What follows belongs to an exercise in optimizing a design on an open flow for small area; a production flow would make more cautious choices.
In this exercise RTL edits were held to simulation tests only and were not proved equivalent to the original.
Power is estimated from default activity; no workload was simulated.

**design/flow/config.mk**
```make
export PLATFORM = sky130hd
export DESIGN_NAME = lab3_pixgen
export DESIGN_NICKNAME = lab3_pixgen
export VERILOG_FILES = /design/flow/design.v
export SDC_FILE = /design/flow/constraint.sdc
export NUM_CORES = 4
export LEC_CHECK = 0
export CAP_MARGIN = 20
export CORE_MARGIN = 2
export CORE_UTILIZATION = 40
export SLEW_MARGIN = 20
```
**design/flow/constraint.sdc**
```tcl
create_clock -name core_clock -period 5.0 [get_ports {clk}]
set_input_delay 1.0000 -clock core_clock [delete_from_list [all_inputs] [get_ports {clk}]]
set_output_delay 1.0000 -clock core_clock [all_outputs]
set_load 0.01 [all_outputs]
```
**design/flow/design.v**
```verilog
module DataGen(
input             i_clk,
input             i_rst,
input             i_first,
input             i_buffon_up,
input             i_buffon_down,
input             i_buffon_left,
input             i_buffon_right,
input      [5:0]  i_color,
output reg [8:0]  o_px,
output reg [7:0]  o_py,
output reg [5:0]  o_data,
output reg        o_done
);
reg [8:0]  x_min;
reg [7:0]  y_min;
reg [15:0] color_count;
wire       x_wrap = (o_px == 9'd399);
wire       y_step = (o_px == 9'd0);
wire [8:0] x = (i_first | x_wrap) ? 9'd0 : o_px + 9'd1;
wire [7:0] y = (i_first | (y_step & (o_py == 8'd224))) ? 8'd0 : o_py + y_step;
wire [9:0] dx = {1'b0, x} - {1'b0, x_min} - 10'd1;
wire [8:0] dy = {1'b0, y} - {1'b0, y_min} - 9'd1;
wire       in_rect = (dx < 10'd49) & (dy < 9'd49);
always @(posedge i_clk) begin
    o_px <= x;
    o_py <= y;
    if (i_rst) begin
        o_done <= 1'b0;
        o_data <= 6'b111111;
    end else begin
        if (x == 9'd399 && y == 8'd224)
            o_done <= 1'b1;
        o_data <= in_rect ? (i_color[0] ? color_count[15:10] : i_color) : 6'd0;
    end
end
always @(posedge i_clk) begin
    if (i_rst) begin
        x_min <= 9'd100;
        y_min <= 8'd100;
    end else begin
        if (i_buffon_right & (x_min <= 9'd348))
            x_min <= x_min + 9'd1;
        else if (i_buffon_left & (x_min != 9'd0))
            x_min <= x_min - 9'd1;
        if (i_buffon_down & (y_min <= 8'd173))
            y_min <= y_min + 8'd1;
        else if (i_buffon_up & (y_min != 8'd0))
            y_min <= y_min - 8'd1;
    end
end
always @(posedge i_clk)
    if (i_rst)
        color_count <= 16'd0;
    else
        color_count <= color_count + i_color[0];
endmodule
module FBCtl(
output        o_rdy,
input         i_enc,
input         i_rst,
input         i_vsync,
output [15:0] o_data,
input         i_clk,
input  [8:0]  i_px,
input  [7:0]  i_py,
input  [5:0]  i_data,
input         i_done,
output        o_fb_we,
output [16:0] o_fb_waddr,
output [5:0]  o_fb_wdata,
output [16:0] o_fb_raddr,
input  [5:0]  i_fb_rdata
);
reg        we;
reg [5:0]  wr_data;
reg [10:0] PX;
reg [9:0]  PY;
reg        z;
assign o_rdy      = i_done;
assign o_data     = {i_fb_rdata[4],{2{i_fb_rdata[5:4]}},{3{i_fb_rdata[3:2]}},i_fb_rdata[0],{2{i_fb_rdata[1:0]}}};
assign o_fb_we    = we;
assign o_fb_waddr = i_px + 17'd400 * i_py;
assign o_fb_wdata = wr_data;
assign o_fb_raddr = PX[10:2] + 17'd400 * PY[9:2];
wire        x_wrap = (PX == 11'd1599);
wire [10:0] X = (z | x_wrap) ? 11'd0 : PX + 11'd1;
wire [9:0]  Y = (z | (x_wrap & (PY == 10'd899))) ? 10'd0 : PY + x_wrap;
always @(posedge i_clk) begin
    if (i_rst | i_vsync)
        z <= 1'b1;
    else if (i_enc) begin
        z  <= 1'b0;
        PX <= X;
        PY <= Y;
    end
end
always @(posedge i_clk) begin
    we      <= ~i_rst;
    wr_data <= i_data;
end
endmodule
module debouncer(
input    i_clk,
input    i_rst,
input    i_button,
output   o_pulse
);
reg [9:0] counter;
always @(posedge i_clk)
    if (i_rst)
        counter <= 0;
    else
        counter <= counter + i_button;
assign o_pulse = (counter == 10'd100);
endmodule
module lab3_pixgen(
    input         clk,
    input         rst,
    input  [5:0]  color,
    input         btn_left,
    input         btn_right,
    input         btn_up,
    input         btn_down,
    input         enc,
    input         vsync,
    input  [5:0]  fb_rdata,
    output        rdy,
    output        fb_we,
    output [16:0] fb_waddr,
    output [5:0]  fb_wdata,
    output [16:0] fb_raddr,
    output [15:0] rgb
);
wire [8:0]  w_px;
wire [7:0]  w_py;
wire [5:0]  w_video_data;
wire        w_done;
wire        left_pulse, right_pulse, up_pulse, down_pulse;
FBCtl Inst_FBCtl(
    .o_rdy(rdy),
    .i_enc(enc),
    .i_vsync(vsync),
    .i_rst(rst),
    .o_data(rgb),
    .i_clk(clk),
    .i_px(w_px),
    .i_py(w_py),
    .i_data(w_video_data),
    .i_done(w_done),
    .o_fb_we(fb_we),
    .o_fb_waddr(fb_waddr),
    .o_fb_wdata(fb_wdata),
    .o_fb_raddr(fb_raddr),
    .i_fb_rdata(fb_rdata)
);
DataGen Inst_DataGen(
    .i_clk(clk),
    .i_rst(rst),
    .i_first(~fb_we),
    .i_color(color),
    .i_buffon_up(up_pulse),
    .i_buffon_down(down_pulse),
    .i_buffon_left(left_pulse),
    .i_buffon_right(right_pulse),
    .o_px(w_px),
    .o_py(w_py),
    .o_data(w_video_data),
    .o_done(w_done)
);
debouncer d1(.i_clk(clk), .i_rst(rst), .i_button(btn_left),  .o_pulse(left_pulse));
debouncer d2(.i_clk(clk), .i_rst(rst), .i_button(btn_right), .o_pulse(right_pulse));
debouncer d3(.i_clk(clk), .i_rst(rst), .i_button(btn_up),    .o_pulse(up_pulse));
debouncer d4(.i_clk(clk), .i_rst(rst), .i_button(btn_down),  .o_pulse(down_pulse));
endmodule
```
**design/flow/run.sh**
```bash
#!/bin/bash
# synth_recipe.tcl (not shown) runs the flow's synth.tcl, then flattens the netlist and writes it again
# the make line also repeats each setting of config.mk as NAME=value (left out here)
make -C /OpenROAD-flow-scripts/flow DESIGN_CONFIG=/design/flow/config.mk WORK_HOME=/design/flow/orfs CLKGATE_MAP_FILE= SYNTH_SCRIPT=/design/flow/synth_recipe.tcl finish
```
==> notes.md <==
-- where the power goes --
group / leakage (nW) / internal [mW] / switching [mW]
clock network: 0.291 / 0.766 / 0.454
registers: 1.05 / 1.06 / 0.0206
logic: 3.09 / 0.177 / 0.173
total: 4.43 / 2.00 / 0.647
-- how the worst min path moves through the flow --
| stage | endpoint | cells after the start | from | slack (ns) |
|---|---|---|---|---|
| 2_1_floorplan | Inst_FBCtl.wr_data[0] | 0 | Inst_DataGen.o_data[0] | 0.31 |
| 3_3_place_gp | Inst_FBCtl.wr_data[4] | 0 | Inst_DataGen.o_data[4] | 0.32 |
| 3_5_place_dp | Inst_FBCtl.wr_data[2] | 0 | Inst_DataGen.o_data[2] | 0.31 |
| 4_1_cts | Inst_FBCtl.wr_data[4] | 0 | Inst_DataGen.o_data[4] | 0.33 |
| 5_1_grt | Inst_FBCtl.wr_data[5] | 0 | Inst_DataGen.o_data[5] | 0.34 |
| 6_report | Inst_FBCtl.wr_data[3] | 0 | Inst_DataGen.o_data[3] | 0.33 |
-- Yosys cell counts (all sizes together) (2+ instances only) --
master and n:
nor3 19, o21ai 26, nor2b 14, nor4 12, dfxtp 105, o21a 9, fa 12, a21boi 2
a2111oi 2, a31oi 5, o31ai 3, mux2i 9, inv 95, o41ai 10, nand4 16, clkbuf 15
nor3b 2, ha 122, a2bb2oi 2, a211oi 4, edfxtp 21, o31a 4, or2 3, a21o 10
buf 30, nor2 147, and2 5, nand2 43, o2111ai 5, and4 2, o221ai 2, xnor2 65
and3 18, nor4b 6, xor2 57, o211ai 5, a21oi 49, or3 4, o22ai 2, nand3 47
o21bai 10, nand2b 2
-- timing repair --
item / in CTS / in global routing
gates resized for setup: 15 / 21
endpoints found under the setup margin: 7 / 8
setup buffers: 3 / 3
pin swaps: 1 / 5
-- logic make-up after synthesis --
family / after synthesis / synth area share
mux: 9 / 0.0101
compound gates: 155 / 0.114
buf+inv: 140 / 0.0698
flops: 126 / 0.305
fa+ha+maj: 134 / 0.197
xor+xnor: 122 / 0.119
simple gates: 346 / 0.184
-- stage by stage --
step / setup TNS [ns] / power [mW] / std cells / util
6_report: 0 / 2.65 / 1370 / 0.474
5_1_grt: -0.0197 / 2.77 / 1370 / 0.474
4_1_cts: -0.0185 / 2.68 / 1367 / 0.471
3_5_place_dp: 0 / 1.44 / 1332 / 0.441
3_3_place_gp: 0 / 1.44 / 1332 / 0.441
2_1_floorplan: 0 / 1.32 / 1032 / -
-- state kept, by name, summed over array words and instances, names as in the netlist --
signal	count
Inst_DataGen.color_count	16
Inst_FBCtl.PX	11
Inst_FBCtl.PY	10
d1.counter	10
d2.counter	10
d3.counter	10
d4.counter	10
Inst_DataGen.o_px	9
Inst_DataGen.x_min	9
Inst_DataGen.o_py	8
Inst_DataGen.y_min	8
Inst_DataGen.o_data	6
Inst_FBCtl.wr_data	6
Inst_DataGen.o_done	1
Inst_FBCtl.we	1
Inst_FBCtl.z	1
-- per-layer routing --
metal / share of wire / track usage / vias to the layer above
met1: 0.52 / 0.204 / 3184
met2: 0.45 / 0.237 / 82
met3: 0.027 / 0.0259 / 16
li1: - / - / 3647
met4: 0.0096 / 0.0389 / 0
met5: 0 / 0 / -
-- final cells by class --
type	count	area (um2)	share of cell area
clock inverter	12	130	0.0126
inverter	95	357	0.0344
tap	280	350	0.0338
clock buffer	20	458	0.0442
multi-input combinational	766	5690	0.549
sequential	126	2740	0.264
timing repair buffer	71	646	0.0623
-- worst register-to-register path: stages (launching register included) --
cell and delay [ns]:
dfxtp_1 0.42, nor3_1 0.26, and4b_1 0.28, ha_1 0.24, ha_1 0.31, nand3_1 0.13, xnor2_1 0.14, nor2_1 0.27
ha_1 0.35, o211a_1 0.26, a2111oi_2 0.37, o2111ai_1 0.16, or2_2 0.37, o41ai_1 0.47
==> out/results.tsv <==
stage	metric	value	unit
critical_path	worstReg2RegStart	Inst_DataGen.o_px[5]	
global_routing	grt_max_degree	45	
cells_and_area	final_cell_mix	nor2_1, ha_1, dfxtp_1	
cts	root_buffer	clkbuf_16	
global_routing	antenna_found_initial	0	
critical_path	critPathKind	reg2out	
cts	htreeDepth	4	
cells_and_area	nets	1231	
routing	ant_nets	0	
synthesis	synth_warnings	3	
critical_path	crit_chain	inv_1, ha_1, ha_1, inv_1, fa_1, inv_1, ha_1, nor2b_1, o31a_1, nor3_2, buf_4, o21bai_1, a21oi_1, xor2_1, xnor2_1, clkbuf_2	
critical_path	slowest_stage	fa_1	
routing	wl_per_cell	12.6	um
power	ir_drop	0.000227	V
placed_design	placed_area	9660	um2
cts	clock-sinks	126	
critical_path	endpoint_kind	output port	
critical_path	r2r_setup_slack	0.83	ns
synthesis	syn-instance-count	1032	
cts	clkTransAtPathRegs	0.06	ns
global_routing	grt_usage	0.147	
routing	dr.first_iter.drc_count	237	
min_path	hold_path.class	reg2reg	
die	die_x	154	um
cts	cts_hold_buf	0	
cts	cts_tree	yes	
routing	dr_total_vias	6929	
critical_path	r2r-end	Inst_DataGen.o_data[0]	
critical_path	path_max_fanout	4	
critical_path	max_stage_delay	0.49	ns
cells_and_area	layout_commonest_cell	nor2_1	
timing	fin_crit_sh	0.969	
timing	finalSetupViolations	0	
die	start_util	0.409	
die	fp.dieArea	23600	um2
placed_design	port_buffers	55	
placed_design	hpwlAfterDp	13.2	mm
cells_and_area	drive_above_1_share	0.0716	
critical_path	rr_worst_depth	13	
timing	fmax	0.206	GHz
cts	clockBufferDepth	2	
power	cellPowerDensity	255	nW/um2
critical_path	required	4.00	ns
synthesis	yosys_most_used_dff	dfxtp_1	
critical_path	crit_path_end	fb_waddr[16]	
global_routing	grt_pass1_wl	29.4	mm
synthesis	seq_area_frac_synth	0.305	
critical_path	startpoint	Inst_DataGen.o_py[3]	
critical_path	crit_cells	16	
critical_path	start_kind	flip-flop	
critical_path	worstPathArrival	3.84	ns
cells_and_area	syn2layout_area_growth	15.7	%
synthesis	synth_top_cell_by_area	dfxtp_1	
synthesis	yosysUniqueCellTypes	62	
status	status	no timing/DRC/antenna violations	
synthesis	avgSynthCellArea	8.68	um2
die	io_pins	78	
timing	period_needed	4.84	ns
cells_and_area	fillers	2159	
critical_path	crit_buf_inv	5	
routing	drc	0	
timing	slew-limit-headroom	0.347	
die	die_height	154	um
routing	drt-total-wl	17.2	mm
synthesis	synth-seq-cells	126	
timing	skew	0.00998	ns
timing	maxSlewViolCount	0	
synthesis	synth-async-reset-ratio	0	
timing	finalHoldViolations	0	
power	p_leak	4.43	nW
global_routing	grt-ovfl-total	0	
synthesis	synth_area_leaders	dfxtp_1, ha_1, edfxtp_1	
synthesis	synth_edf_count	21	
placed_design	pre_cts_slack	0.0684	ns
cts	cts_buffers	17	
critical_path	cpLargestDelayFamily	adder cells	
synthesis	netlist_area	8960	um2
run	maxCapViolations	0	
die	core_area	21900	um2
die	row_count	54	
placed_design	gp_congestion	0.794	
synthesis	synth_top_cell_area_share	0.235	
timing	worst_pin_slew	0.980	ns
global_routing	first_global_vias	6491	
synthesis	synth_fp_nets	1186	
timing	fin_ws	0.155	ns
routing	post_drt_via_cell_ratio	5.06	
cells_and_area	design_area	10400	um2
cells_and_area	diodes	0	
cts	clk_latency	0.41	ns
routing	dr.pass1.iters	6	
timing	worst_hold_slack	0.330	ns

-- port drivers added, routing unchanged --
The results above use ideal ports. As a check the final layout listed here was re-extracted and re-timed, cells and wires unchanged. Step 1, drivers: a clkbuf_16 drives clk and a buf_2 each remaining input, both assumed. Step 2 times the ports against the registers' clock, not the clock port: input delays grow and output delays shrink by t, the midpoint of the rising clock arrivals with the driver on. a / b / c = ideal ports / drivers / drivers and shift; a / b = the first two.
shift t [ns]: 0.451
slack for setup (ns): 0.155 / 0.114 / 0.565
worst hold slack (ns): 0.330 / 0.330 / 0.330
worst slew at a driven data input, ns: 0.16
After both steps this run still meets setup and hold. For this run, drivers alone change the setup slack by -0.041 ns; drivers and shift together by +0.410 ns.
